What follows belongs to an exercise in optimizing a design on an open flow for small area; a production flow would make more cautious choices.
In this exercise RTL edits were held to simulation tests only and were not proved equivalent to the original.

== job 101 ==
// systolic_cube_with_mc
module systolic_cube_with_mc #(
    parameter ARRAY_NUM = 3,
    parameter BLOCK_NUM = 3,
    parameter CUBE_NUM  = 3,  
    parameter RAM_DEPTH = 2048
) (
    input  wire                         iClk,
    input  wire                         iRst,
    input  wire                         iStart,
    output wire                         oReady,
    output wire [$clog2(RAM_DEPTH)-1:0] oAddrForDataWeightRam,
    input  wire [31:0]                  iDataFromDataRam,
    input  wire [31:0]                  iWeightFromWeightRam,
    output wire                         oWrEnForResultRam,
    output wire [$clog2(RAM_DEPTH)-1:0] oAddrForResultRam,
    output wire [31:0]                  oDataToResultRam
);
wire         valid;
wire [8:0]   pattern;
wire [1:0]   pass_left;
wire         hold0;
wire [4:0]   cap;
wire [3:0]   post;
wire [215:0] result;
micro_controller micro_controller_i (
    .iClk(iClk),
    .iRst(iRst),
    .iStart(iStart),
    .oReady(oReady),
    .oAddrRd(oAddrForDataWeightRam),
    .oDataRdValid(valid),
    .oInputPattern(pattern),
    .oPassDataLeft(pass_left),
    .oHold0(hold0),
    .oCap(cap),
    .oPost(post),
    .oWriteEn(oWrEnForResultRam),
    .oAddrWr(oAddrForResultRam)
);
pe_cube pe_cube_i (
    .iClk(iClk),
    .iRst(iRst),
    .iValid(valid),
    .iDataRam(iDataFromDataRam),
    .iWeightRam(iWeightFromWeightRam),
    .iPattern(pattern),
    .iPassLeft(pass_left),
    .iHold0(hold0),
    .iCap(cap),
    .oResult(result)
);
reg [31:0] word;
always @(*) begin
    case (post[2:0])
        3'd2 : word = result[63:32];
        3'd3 : word = result[95:64];
        3'd4 : word = result[127:96];
        3'd5 : word = result[159:128];
        3'd6 : word = result[191:160];
        3'd7 : word = {8'd0, result[215:192]};
        default : word = result[31:0];
    endcase
end
assign oDataToResultRam = word;
  ...
Size: roughly 10000 cells after synthesis, roughly 930 flip-flops, roughly 120 I/O pins.
Settings: LEC_CHECK=0, ABC_AREA=1, CAP_MARGIN=20, CORE_MARGIN=2, CORE_UTILIZATION=45, CTS_CLUSTER_DIAMETER=100, CTS_CLUSTER_SIZE=22, SLEW_MARGIN=20; clock period 10.0 ns.
run.sh (not shown) runs the stock make flow with config.mk's settings and CLKGATE_MAP_FILE= SYNTH_SCRIPT=/design/flow/synth_recipe.tcl, a recipe that flattens the netlist after the stock synthesis.
Job 101 reached the final stage; the timing, DRC and antenna checks on its layout passed.
--- input diff job 101..job 104 ---
==> flow/flow/run.sh (new file) <==
#!/bin/bash
# The standard layout (standard.sh), with two changes to synthesis, neither
# of which touches the registers:
#  - Yosys's synth skips its quick ABC pass (synth -noabc), so the full
#    adders that extract_fa finds are the ones the RTL writes, without the
#    inverters the quick mapping leaves around them;
#  - the final technology mapping runs ABC with flow/abc_area.script (two
#    rounds of choice-based area mapping with don't-care resubstitution, and
#    no buffering or sizing, which placement repairs later).
set -euo pipefail
W=$(pwd)
sed 's/yosys synth -nofsm -noshare /yosys synth -nofsm -noshare -noabc /' "$W/synth_recipe.tcl" > "$W/synth_noabc.tcl"
grep -q -- '-noabc' "$W/synth_noabc.tcl"
cat > "$W/synth_abc.tcl" <<EOT
proc abc {args} {
  set i [lsearch -exact \$args -script]
  if { \$i >= 0 } { set args [lreplace \$args [expr {\$i + 1}] [expr {\$i + 1}] {$W/flow/abc_area.script}] }
  yosys abc {*}\$args
}
source {$W/synth_noabc.tcl}
EOT
bash "$W/standard.sh" "SYNTH_SCRIPT=$W/synth_abc.tcl" finish > "$W/standard.log" 2>&1
==> flow/flow/abc_area.script (new file) <==
strash
&get -n
&st
&dch -f
&nf -a -R 1000
&put
mfs2
strash
&get -n
&st
&dch -f
&nf -a -R 1000
&put
topo
==> flow/standard.sh (new file) <==
#!/bin/bash
# synth_recipe.tcl (not shown) runs the flow's synth.tcl, then flattens the netlist and writes it again
# the make line also repeats each setting of config.mk as NAME=value (left out here)
make -C /OpenROAD-flow-scripts/flow DESIGN_CONFIG=/design/flow/config.mk WORK_HOME=/design/flow/orfs CLKGATE_MAP_FILE= SYNTH_SCRIPT=/design/flow/synth_recipe.tcl "${@:-finish}"
removed: flow/run.sh
## What came out
Comparing job 101 and job 104, the lower critical path depth was measured on job 104. Job 104: overall track demand over capacity in global routing is 3.1 points lower than what job 101 reported. Taking job 101 as the reference, in job 104 synthesized cell count lost 2487, cell count lost 2155. Job 104 did not stop at any stage, and its layout met the timing, DRC and antenna checks. In the flow results for job 101 and job 104, the routed length on met1 is smaller on job 104. In job 104, the number of rows in the core area came out 5 below the value in job 101. The run showing the greater depth of the most critical reg-to-reg path is job 101.

north:
Another version of the RTL of systolic_cube_with_mc (not shown whole).
Size in the first run: roughly 950 flip-flops, ~71000 um2 of cells after synthesis.
export LEC_CHECK = 0
export ABC_AREA = 1
export CAP_MARGIN = 20
export CORE_MARGIN = 2
export CORE_UTILIZATION = 45
export CTS_CLUSTER_DIAMETER = 100
export CTS_CLUSTER_SIZE = 22
export GPL_TIMING_DRIVEN = 0
export SLEW_MARGIN = 20
create_clock -name core_clock -period 10.0 [get_ports {iClk}]
standard.sh (not shown) runs the stock make flow with config.mk's settings and CLKGATE_MAP_FILE= SYNTH_SCRIPT=/design/flow/synth_recipe.tcl, a recipe that flattens the netlist after the stock synthesis.
==> flow/flow/run.sh <==
#!/bin/bash
# The standard layout (standard.sh), with two changes to synthesis, neither
# of which touches the registers:
#  - Yosys's synth skips its quick ABC pass (synth -noabc), so the full
#    adders that extract_fa finds are the ones the RTL writes, without the
#    inverters the quick mapping leaves around them;
#  - the final technology mapping runs ABC with flow/abc_area.script (two
#    rounds of choice-based area mapping with don't-care resubstitution, and
#    no buffering or sizing, which placement repairs later).
set -euo pipefail
W=$(pwd)
sed 's/yosys synth -nofsm -noshare /yosys synth -nofsm -noshare -noabc /' "$W/synth_recipe.tcl" > "$W/synth_noabc.tcl"
grep -q -- '-noabc' "$W/synth_noabc.tcl"
cat > "$W/synth_abc.tcl" <<EOT
proc abc {args} {
  set i [lsearch -exact \$args -script]
  if { \$i >= 0 } { set args [lreplace \$args [expr {\$i + 1}] [expr {\$i + 1}] {$W/flow/abc_area.script}] }
  yosys abc {*}\$args
}
source {$W/synth_noabc.tcl}
EOT
bash "$W/standard.sh" "SYNTH_SCRIPT=$W/synth_abc.tcl" finish > "$W/standard.log" 2>&1
==> flow/flow/abc_area.script <==
strash
&get -n
&st
&dch -f
&nf -a -R 1000
&put
mfs2
strash
&get -n
&st
&dch -f
&nf -a -R 1000
&put
topo
Input-level comparison between south and north:
Settings: a deleted GPL_TIMING_DRIVEN that had been 0.
==> comparison <==
- Higher final area was reported by north, not south.
- Delta (south minus north): relative area change from synthesis to final layout lower, least setup slack across all paths after layout picked up an extra 1450 ps, met3 track demand over resource in global routing held, worst slack on hold paths now larger.
- south finished every step from synthesis to the final layout, and the layout passed the timing, DRC and antenna checks.
- The flow did not stop early for north: all stages ran, and the layout cleared the timing, DRC and antenna checks.
- When the final numbers for south and north were put side by side, the count of nets after finishing turned out to be greater in south.
- The fraction of the cycle the final worst path needs in south sits 14 points below the value recorded for north.
- Note that the non-clock buffer count recorded for north amounts to 0.61 times the value seen in south.
- Taking north as the reference, in south met1 global-route usage went up, routed wire length went up.

## static timing again, ports no longer ideal
No port has a modelled driver above. Below, the same layouts with a new extraction and two added sets of constraints. Step 1 assumes that a clkbuf_16 drives the clock port and a buf_2 every other input. Step 2 also shifts input and output timing later by t, the mid clock arrival at the registers, as if the neighbouring blocks saw the same clock. Slacks: ideal ports / drivers / drivers and shift; pairs: ideal ports / drivers.
| run | t, ns | slack for setup (ns) | worst setup path at the end | cell pins on the clock port's net |
|---|---|---|---|---|
| job 101 | 0.837 | 0.657 / 0.657 / 0.657 | register to register | 1 |
| job 104 | 0.810 | 0.538 / 0.538 / 0.538 | register to register | 1 |
| north | 0.802 | 0.359 / 0.359 / 0.359 | register to register | 1 |
| south | 0.811 | 1.804 / 1.804 / 1.804 | register to register | 1 |
After both steps setup and hold are still met in every run listed.
